Context: an optimization exercise on an open-source flow, tuned for small area, a short achievable clock period and few clock cycles. The choices shown serve that exercise and are no tape-out recipe.
At most, simulation tests tie the RTL to the original design; equivalence was not proved.

## geofence
module geofence(clk, reset, X, Y, valid, is_inside);
input clk;
input reset;
input [9:0] X;
input [9:0] Y;
output reg valid;
output reg is_inside;
reg [3:0] phase;             
reg [9:0] px, py;            
reg sx, sy;                  
reg [9:0] mx, my;            
reg lsx, lsy, rsx, rsy;
reg [9:0] lmx, lmy, rmx, rmy;
reg ins;
wire [10:0] dx = {1'b0, X} - {1'b0, px};
wire [10:0] dy = {1'b0, Y} - {1'b0, py};
wire [9:0] ax = (dx[9:0] ^ {10{dx[10]}}) + {9'd0, dx[10]};
wire [9:0] ay = (dy[9:0] ^ {10{dy[10]}}) + {9'd0, dy[10]};
wire zx = mx == 10'd0, zy = my == 10'd0;
wire zlx = lmx == 10'd0, zly = lmy == 10'd0;
wire zrx = rmx == 10'd0, zry = rmy == 10'd0;
wire a_le, a_lt;              
xsgn ua(.a(lmx), .b(my), .c(lmy), .d(mx), .le(a_le), .lt(a_lt));
wire a_s1 = lsx ^ sy, a_s2 = lsy ^ sx;
wire a_nz = !(zlx || zy) || !(zly || zx);
wire an  = (a_s1 == a_s2) ? (a_s1 ? !a_le : a_lt) : (a_s1 && a_nz);    
wire anz = (a_s1 == a_s2) ? (a_s1 ? !a_lt : a_le) : (a_s1 || !a_nz);   
wire b_le, b_lt;
xsgn ub(.a(mx), .b(rmy), .c(my), .d(rmx), .le(b_le), .lt(b_lt));
wire b_s1 = sx ^ rsy, b_s2 = sy ^ rsx;
  ...
==> module geofence, before the edit <==
module geofence(clk, reset, X, Y, valid, is_inside);
input clk;
input reset;
input [9:0] X;
input [9:0] Y;
output reg valid;
output reg is_inside;
reg [3:0] phase;             
reg [9:0] px, py;            
reg sx, sy;                  
reg [9:0] mx, my;            
reg lsx, lsy, rsx, rsy;
reg [9:0] lmx, lmy, rmx, rmy;
reg ins;
wire [10:0] dx = {1'b0, X} - {1'b0, px};
wire [10:0] dy = {1'b0, Y} - {1'b0, py};
wire [9:0] ax = (dx[9:0] ^ {10{dx[10]}}) + {9'd0, dx[10]};
wire [9:0] ay = (dy[9:0] ^ {10{dy[10]}}) + {9'd0, dy[10]};
wire zx = mx == 10'd0, zy = my == 10'd0;
wire zlx = lmx == 10'd0, zly = lmy == 10'd0;
wire zrx = rmx == 10'd0, zry = rmy == 10'd0;
wire a_le, a_lt;              
xsgn ua(.a(lmx), .b(my), .c(lmy), .d(mx), .le(a_le), .lt(a_lt));
wire a_s1 = lsx ^ sy, a_s2 = lsy ^ sx;
wire a_nz = !(zlx || zy) || !(zly || zx);
wire an  = (a_s1 == a_s2) ? (a_s1 ? !a_le : a_lt) : (a_s1 && a_nz);    
wire anz = (a_s1 == a_s2) ? (a_s1 ? !a_lt : a_le) : (a_s1 || !a_nz);   
wire b_le, b_lt;
xsgn ub(.a(mx), .b(rmy), .c(my), .d(rmx), .le(b_le), .lt(b_lt));
wire b_s1 = sx ^ rsy, b_s2 = sy ^ rsx;
wire b_nz = !(zx || zry) || !(zy || zrx);
wire bn  = (b_s1 == b_s2) ? (b_s1 ? !b_le : b_lt) : (b_s1 && b_nz);
wire bnz = (b_s1 == b_s2) ? (b_s1 ? !b_lt : b_le) : (b_s1 || !b_nz);
wire opp = (!zx && (sx ^ lsx)) || (!zy && (sy ^ lsy));
wire hit = (zx && zy) || (an && bnz) || (anz && bn) || (anz && !an && bnz && !bn && opp);
wire newl = an && !bnz;       
wire newr = !anz && bn;       
always @(posedge clk or posedge reset) begin
    if (reset) phase <= 4'd0;
    else if (phase == 4'd8) phase <= 4'd0;
    else if (phase == 4'd6 && (ins || hit)) phase <= 4'd8;   
    else phase <= phase + 4'd1;
end
always @(posedge clk) begin
    sx <= dx[10]; mx <= ax;
    sy <= dy[10]; my <= ay;
end
always @(posedge clk) begin
    if (phase == 4'd0) begin
        px <= X;
        py <= Y;
    end
    if (phase == 4'd2) begin
        lsx <= sx; lmx <= mx; lsy <= sy; lmy <= my;
        rsx <= sx; rmx <= mx; rsy <= sy; rmy <= my;
        ins <= zx && zy;
    end else if (phase >= 4'd3 && phase <= 4'd7) begin
        if (hit) ins <= 1'b1;
        if (newl) begin lsx <= sx; lmx <= mx; lsy <= sy; lmy <= my; end
        if (newr) begin rsx <= sx; rmx <= mx; rsy <= sy; rmy <= my; end
    end
end
always @(posedge clk or posedge reset) begin
    if (reset) begin
        valid <= 1'b0;
        is_inside <= 1'b0;
    end else begin
        valid <= (phase == 4'd7) || (phase == 4'd6 && (ins || hit));
        is_inside <= (phase == 4'd6 || phase == 4'd7) && (ins || hit);
    end
end
endmodule
==> flow/config.mk <==
export PLATFORM = sky130hd
export DESIGN_NAME = geofence
export DESIGN_NICKNAME = geofence
export VERILOG_FILES = /design/flow/design.v
export SDC_FILE = /design/flow/constraint.sdc
export NUM_CORES = 4
export LEC_CHECK = 0
export CAP_MARGIN = 20
export CORE_MARGIN = 2
export CORE_UTILIZATION = 40
export PLACE_DENSITY = 0.6
export SETUP_SLACK_MARGIN = 5
export SLEW_MARGIN = 20
==> flow/constraint.sdc <==
create_clock -name core_clock -period 12.0 [get_ports {clk}]
set_input_delay 2.4000 -clock core_clock [delete_from_list [all_inputs] [get_ports {clk}]]
set_output_delay 2.4000 -clock core_clock [all_outputs]
set_load 0.01 [all_outputs]
standard.sh (not shown) runs the stock make flow with config.mk's settings and CLKGATE_MAP_FILE= SYNTH_SCRIPT=/design/flow/synth_recipe.tcl, a recipe that flattens the netlist after the stock synthesis.
==> flow/flow/run.sh <==
#!/bin/bash
# The standard layout, with one extra step between synthesis and floorplan:
# invopt.py removes the inverters that Yosys's full-adder extraction leaves between
# adders (see invopt.py). Each tool's output goes to a log of its own.
set -euo pipefail
R=orfs/results/$FLOW_PLATFORM/geofence/base
LIB=$FLOW_HOME/platforms/$FLOW_PLATFORM/lib/sky130_fd_sc_hd__tt_025C_1v80.lib
bash standard.sh synth > synth.log 2>&1
cp $R/1_2_yosys.v 1_2_yosys.synth.v
python3 flow/invopt.py $LIB 1_2_yosys.synth.v 1_2_yosys.invopt.v > invopt.log 2>&1
cp 1_2_yosys.invopt.v $R/1_2_yosys.v
bash standard.sh finish > layout.log 2>&1
Other scripts of this flow, unchanged in this note and not shown: flow/flow/invopt.py
The baseline completed without violations.
Edit:
--- a/flow/design.v
+++ b/flow/design.v
@@ -16,28 +16,30 @@
 wire [10:0] dy = {1'b0, Y} - {1'b0, py};
 wire [9:0] ax = (dx[9:0] ^ {10{dx[10]}}) + {9'd0, dx[10]};
 wire [9:0] ay = (dy[9:0] ^ {10{dy[10]}}) + {9'd0, dy[10]};
 wire zx = mx == 10'd0, zy = my == 10'd0;
 wire zlx = lmx == 10'd0, zly = lmy == 10'd0;
 wire zrx = rmx == 10'd0, zry = rmy == 10'd0;
-wire a_le, a_lt;              
-xsgn ua(.a(lmx), .b(my), .c(lmy), .d(mx), .le(a_le), .lt(a_lt));
+wire a_le, a_dn;
+xsgn ua(.a(lmx), .b(my), .c(lmy), .d(mx), .le(a_le), .lt(a_dn));
+wire a_dz = a_le && !a_dn;
 wire a_s1 = lsx ^ sy, a_s2 = lsy ^ sx;
 wire a_nz = !(zlx || zy) || !(zly || zx);
-wire an  = (a_s1 == a_s2) ? (a_s1 ? !a_le : a_lt) : (a_s1 && a_nz);    
-wire anz = (a_s1 == a_s2) ? (a_s1 ? !a_lt : a_le) : (a_s1 || !a_nz);   
-wire b_le, b_lt;
-xsgn ub(.a(mx), .b(rmy), .c(my), .d(rmx), .le(b_le), .lt(b_lt));
+wire an = (a_s1 == a_s2) ? (a_s1 ? !(a_dn || a_dz) : a_dn) : (a_s1 && a_nz);
+wire az = (a_s1 == a_s2) ? a_dz : !a_nz;
+wire ap = !an && !az;
+wire b_le, b_dn;
+xsgn ub(.a(mx), .b(rmy), .c(my), .d(rmx), .le(b_le), .lt(b_dn));
+wire b_dz = b_le && !b_dn;
 wire b_s1 = sx ^ rsy, b_s2 = sy ^ rsx;
 wire b_nz = !(zx || zry) || !(zy || zrx);
-wire bn  = (b_s1 == b_s2) ? (b_s1 ? !b_le : b_lt) : (b_s1 && b_nz);
-wire bnz = (b_s1 == b_s2) ? (b_s1 ? !b_lt : b_le) : (b_s1 || !b_nz);
+wire bn = (b_s1 == b_s2) ? (b_s1 ? !(b_dn || b_dz) : b_dn) : (b_s1 && b_nz);
+wire bz = (b_s1 == b_s2) ? b_dz : !b_nz;
+wire bp = !bn && !bz;
 wire opp = (!zx && (sx ^ lsx)) || (!zy && (sy ^ lsy));
-wire hit = (zx && zy) || (an && bnz) || (anz && bn) || (anz && !an && bnz && !bn && opp);
-wire newl = an && !bnz;       
-wire newr = !anz && bn;       
+wire hit = (zx && zy) || (an && (bn || bz)) || (az && bn) || (az && bz && opp);
 always @(posedge clk or posedge reset) begin
     if (reset) phase <= 4'd0;
     else if (phase == 4'd8) phase <= 4'd0;
     else if (phase == 4'd6 && (ins || hit)) phase <= 4'd8;   
     else phase <= phase + 4'd1;
 end
@@ -53,14 +55,14 @@
     if (phase == 4'd2) begin
         lsx <= sx; lmx <= mx; lsy <= sy; lmy <= my;
         rsx <= sx; rmx <= mx; rsy <= sy; rmy <= my;
         ins <= zx && zy;
     end else if (phase >= 4'd3 && phase <= 4'd7) begin
         if (hit) ins <= 1'b1;
-        if (newl) begin lsx <= sx; lmx <= mx; lsy <= sy; lmy <= my; end
-        if (newr) begin rsx <= sx; rmx <= mx; rsy <= sy; rmy <= my; end
+        if (an && bp) begin lsx <= sx; lmx <= mx; lsy <= sy; lmy <= my; end
+        if (ap && bn) begin rsx <= sx; rmx <= mx; rsy <= sy; rmy <= my; end
     end
 end
 always @(posedge clk or posedge reset) begin
     if (reset) begin
         valid <= 1'b0;
         is_inside <= 1'b0;
=> The changed run finished clean; via count shrinks by 1.1%; routed wire length drops by 3.6%; final cell count decreases by 0.96%; utilization falls by 0.41 points; cell area shrinks by 0.94%; synthesized cell count falls by 0.49%; worst hold slack degrades by 27 ps.
Testbench counts after the change, summed over its fixed seeds: cycles 70,999.
The RTL of the first run of this note was laid out without a check of its function.

* * *

geofence, a different RTL version from the one above (not shown whole).
==> module geofence, before the edit <==
module geofence(clk, reset, X, Y, valid, is_inside);
input clk;
input reset;
input [9:0] X;
input [9:0] Y;
output reg valid;
output reg is_inside;
reg [4:0] t;
reg [9:0] px, py;            
reg [19:0] buf0, buf1, buf2;   
reg sx, sy;                  
reg [9:0] mx, my;            
reg lsx, lsy, rsx, rsy;
reg [9:0] lmx, lmy, rmx, rmy;
reg ins;
reg [3:0] hp;                
reg [3:0] qo;                
reg [16:0] hx, hy;           
reg glo, plo;
reg an_r, anz_r;             
reg s0;                      
reg s2;                      
reg tr;                      
reg cr;                      
reg sel0, sel1;              
wire [4:0] tn = t + 5'd1;
always @(posedge clk or posedge reset) begin
    if (reset) s2 <= 1'b0;
    else s2 <= !valid && (tn == 5'd5 || tn == 5'd8 || tn == 5'd11 || tn == 5'd14 || tn == 5'd17);
end
always @(posedge clk) begin
    s0 <= !valid && (tn == 5'd2 || tn == 5'd3 || tn == 5'd5 || tn == 5'd8 || tn == 5'd11 || tn == 5'd14);
    tr <= !valid && (tn == 5'd7 || tn == 5'd10 || tn == 5'd13 || tn == 5'd16);
    cr <= !valid && tr;
    sel0 <= tn == 5'd2 || tn == 5'd8;
    sel1 <= tn == 5'd3 || tn == 5'd11;
end
wire [19:0] vin = sel0 ? buf0 : sel1 ? buf1 : buf2;
wire [10:0] dx = {1'b0, vin[19:10]} - {1'b0, px};
wire [10:0] dy = {1'b0, vin[9:0]} - {1'b0, py};
wire [9:0] ax = (dx[9:0] ^ {10{dx[10]}}) + {9'd0, dx[10]};
wire [9:0] ay = (dy[9:0] ^ {10{dy[10]}}) + {9'd0, dy[10]};
wire [3:0] side = {Y < py, Y > py, X < px, X > px};
wire early_out = |(hp & side);
wire [3:0] quad = {side[0] & side[3], side[1] & side[3], side[1] & side[2], side[0] & side[2]};
wire early_in = &(qo | quad);
wire zx = mx == 10'd0, zy = my == 10'd0;
wire zlx = lmx == 10'd0, zly = lmy == 10'd0;
wire zrx = rmx == 10'd0, zry = rmy == 10'd0;
wire [9:0] umx = tr ? rmx : lmx, umy = tr ? rmy : lmy;
wire [16:0] hx_d, hy_d;
wire glo_d, plo_d, c_le, c_lt;
xs1 u1(.a(umx), .b(my), .c(umy), .d(mx), .hx(hx_d), .hy(hy_d), .glo(glo_d), .plo(plo_d));
xs2 u2(.hx(hx), .hy(hy), .glo(glo), .plo(plo), .le(c_le), .lt(c_lt));
wire c_s1 = (cr ? rsx : lsx) ^ sy, c_s2 = (cr ? rsy : lsy) ^ sx;
wire c_nz = cr ? (!(zrx || zy) || !(zry || zx)) : (!(zlx || zy) || !(zly || zx));
wire cn  = (c_s1 == c_s2) ? (c_s1 ? !c_le : c_lt) : (c_s1 && c_nz);    
wire cnz = (c_s1 == c_s2) ? (c_s1 ? !c_lt : c_le) : (c_s1 || !c_nz);   
wire an  = cr ? an_r : cn;
wire anz = cr ? anz_r : cnz;
wire bn  = !cnz;             
wire bnz = !cn;
wire opp = (!zx && (sx ^ lsx)) || (!zy && (sy ^ lsy));
wire hit = (zx && zy) || (an && bnz) || (anz && bn) || (anz && !an && bnz && !bn && opp);
wire newl = an && !bnz;       
wire newr = !anz && bn;       
wire early = t == 5'd6 && (ins || early_in || early_out);
wire last = s2 && t != 5'd5 && (ins || hit || t == 5'd17);
always @(posedge clk or posedge reset) begin
    if (reset) t <= 5'd0;
    else if (valid) t <= 5'd0;
    else t <= t + 5'd1;
end
always @(posedge clk) begin
    hx <= hx_d; hy <= hy_d; glo <= glo_d; plo <= plo_d;
    an_r <= cn; anz_r <= cnz;
    if (s0) begin
        sx <= dx[10]; mx <= ax;
        sy <= dy[10]; my <= ay;
    end
end
always @(posedge clk) begin
    if (t == 5'd0) begin
        px <= X;
        py <= Y;
    end
    if (t == 5'd1 || t == 5'd4) buf0 <= {X, Y};
    if (t == 5'd2 || t == 5'd5) buf1 <= {X, Y};
    if (t == 5'd3 || t == 5'd6) buf2 <= {X, Y};
    hp <= (t == 5'd1) ? side : hp & side;
    qo <= (t == 5'd1) ? quad : qo | quad;
    if (t == 5'd3) begin
        lsx <= sx; lmx <= mx; lsy <= sy; lmy <= my;
        rsx <= sx; rmx <= mx; rsy <= sy; rmy <= my;
        ins <= zx && zy;
    end else if (s2) begin
        if (hit) ins <= 1'b1;
        if (newl) begin lsx <= sx; lmx <= mx; lsy <= sy; lmy <= my; end
        if (newr) begin rsx <= sx; rmx <= mx; rsy <= sy; rmy <= my; end
    end
end
always @(posedge clk or posedge reset) begin
    if (reset) begin
        valid <= 1'b0;
        is_inside <= 1'b0;
    end else begin
        valid <= !valid && (early || last);
        is_inside <= early ? (ins || early_in) : (ins || hit);
    end
end
endmodule
Settings: LEC_CHECK=0, CAP_MARGIN=20, CORE_MARGIN=2, CORE_UTILIZATION=40, CTS_BUF_LIST=sky130_fd_sc_hd__clkbuf_4 sky130_fd_sc_hd__clkbuf_8, CTS_CLUSTER_DIAMETER=60, CTS_CLUSTER_SIZE=20, PLACE_DENSITY=0.6, SETUP_SLACK_MARGIN=5, SLEW_MARGIN=20; clock period 12.0 ns.
==> flow/flow/run.sh <==
#!/bin/bash
# The standard layout, with one extra step between synthesis and floorplan:
# invopt.py removes the inverters that Yosys's full-adder extraction leaves between
# adders (see invopt.py). Each tool's output goes to a log of its own.
set -euo pipefail
R=orfs/results/$FLOW_PLATFORM/geofence/base
LIB=$FLOW_HOME/platforms/$FLOW_PLATFORM/lib/sky130_fd_sc_hd__tt_025C_1v80.lib
bash standard.sh synth > synth.log 2>&1
cp $R/1_2_yosys.v 1_2_yosys.synth.v
python3 flow/invopt.py $LIB 1_2_yosys.synth.v 1_2_yosys.invopt.v > invopt.log 2>&1
cp 1_2_yosys.invopt.v $R/1_2_yosys.v
bash standard.sh SETUP_SLACK_MARGIN=7.5 "BUFFER_PORTS_ARGS=-buffer_cell sky130_fd_sc_hd__buf_2" "CTS_ARGS=-sink_clustering_enable -repair_clock_nets -buf_list {sky130_fd_sc_hd__clkbuf_4 sky130_fd_sc_hd__clkbuf_8} -sink_clustering_size 20 -sink_clustering_max_diameter 60 -dont_use_dummy_load" finish > layout.log 2>&1
Other scripts of this flow, unchanged in this note and not shown: flow/flow/invopt.py
Testbench counts at the start, summed over its fixed seeds: cycles 79,733.
Then changed:
--- a/flow/design.v
+++ b/flow/design.v
@@ -19,26 +19,24 @@
 reg glo, plo;
 reg an_r, anz_r;             
 reg s0;                      
 reg s2;                      
 reg tr;                      
 reg cr;                      
-reg sel0, sel1;              
 wire [4:0] tn = t + 5'd1;
 always @(posedge clk or posedge reset) begin
-    if (reset) s2 <= 1'b0;
-    else s2 <= !valid && (tn == 5'd5 || tn == 5'd8 || tn == 5'd11 || tn == 5'd14 || tn == 5'd17);
-end
-always @(posedge clk) begin
-    s0 <= !valid && (tn == 5'd2 || tn == 5'd3 || tn == 5'd5 || tn == 5'd8 || tn == 5'd11 || tn == 5'd14);
-    tr <= !valid && (tn == 5'd7 || tn == 5'd10 || tn == 5'd13 || tn == 5'd16);
-    cr <= !valid && tr;
-    sel0 <= tn == 5'd2 || tn == 5'd8;
-    sel1 <= tn == 5'd3 || tn == 5'd11;
+    if (reset) begin
+        s0 <= 1'b0; s2 <= 1'b0; tr <= 1'b0; cr <= 1'b0;
+    end else begin
+        s0 <= !valid && (tn == 5'd2 || tn == 5'd3 || tn == 5'd5 || tn == 5'd8 || tn == 5'd11 || tn == 5'd14);
+        s2 <= !valid && (tn == 5'd5 || tn == 5'd8 || tn == 5'd11 || tn == 5'd14 || tn == 5'd17);
+        tr <= !valid && (tn == 5'd7 || tn == 5'd10 || tn == 5'd13 || tn == 5'd16);
+        cr <= !valid && tr;
+    end
 end
-wire [19:0] vin = sel0 ? buf0 : sel1 ? buf1 : buf2;
+wire [19:0] vin = (t == 5'd2 || t == 5'd8) ? buf0 : (t == 5'd3 || t == 5'd11) ? buf1 : buf2;
 wire [10:0] dx = {1'b0, vin[19:10]} - {1'b0, px};
 wire [10:0] dy = {1'b0, vin[9:0]} - {1'b0, py};
 wire [9:0] ax = (dx[9:0] ^ {10{dx[10]}}) + {9'd0, dx[10]};
 wire [9:0] ay = (dy[9:0] ^ {10{dy[10]}}) + {9'd0, dy[10]};
 wire [3:0] side = {Y < py, Y > py, X < px, X > px};
 wire early_out = |(hp & side);
@@ -84,14 +82,14 @@
         px <= X;
         py <= Y;
     end
     if (t == 5'd1 || t == 5'd4) buf0 <= {X, Y};
     if (t == 5'd2 || t == 5'd5) buf1 <= {X, Y};
     if (t == 5'd3 || t == 5'd6) buf2 <= {X, Y};
-    hp <= (t == 5'd1) ? side : hp & side;
-    qo <= (t == 5'd1) ? quad : qo | quad;
+    if (t == 5'd1) begin hp <= side; qo <= quad; end
+    else if (t <= 5'd5) begin hp <= hp & side; qo <= qo | quad; end
     if (t == 5'd3) begin
         lsx <= sx; lmx <= mx; lsy <= sy; lmy <= my;
         rsx <= sx; rmx <= mx; rsy <= sy; rmy <= my;
         ins <= zx && zy;
     end else if (s2) begin
         if (hit) ins <= 1'b1;
After rerunning: The new run finished clean. Global-route usage came out higher by 0.59 points. Utilization came out higher by 1.7 points. Setup slack got worse by 0.056 ns. Synthesized area came out higher by 1.0%. Routed wire length came out higher by 7.1%. Die area came out higher by 0.98%. First-iteration DRC count came out higher by 2.9%. Cell area came out higher by 4.4%. Final cell count came out higher by 3.6%.
Testbench counts after the change, summed over its fixed seeds: cycles 79,733.

## separate check: timing with driven ports
The flow's constraints put no driver on any port. The routed layouts listed below were extracted and timed again, unchanged, in two steps.
Step 1 assumes that a clkbuf_16 drives the clock port and a buf_2 every other input.
Step 2 moves the port delays by t, midway between the first and last clock arrival at a register: inputs arrive t later, outputs are due t later. That takes back most of the time a late clock gives input paths.
a / b / c = ideal / step 1 / step 2; a / b = the first two.
run	shift t [ns]	setup WS [ns]	worst setup path at the end	latest minus earliest clock arrival (ns)	worst slew at a driven data input, ns
the first run of note 1	0.386	5.319 / 5.319 / 5.319	register to register	0.014 / 0.014	0.03
the second run of note 1	0.371	5.446 / 5.446 / 5.446	register to register	0.010 / 0.010	0.04
the first run of note 2	0.569	7.674 / 7.674 / 7.172	input to register	0.075 / 0.075	0.05
the second run of note 2	0.593	7.618 / 7.618 / 7.088	input to register	0.101 / 0.100	0.04
After both steps setup and hold are still met in every run listed. For the second run of note 2, which loses most, drivers alone change the setup slack by 0.000 ns; drivers and shift together by -0.530 ns.
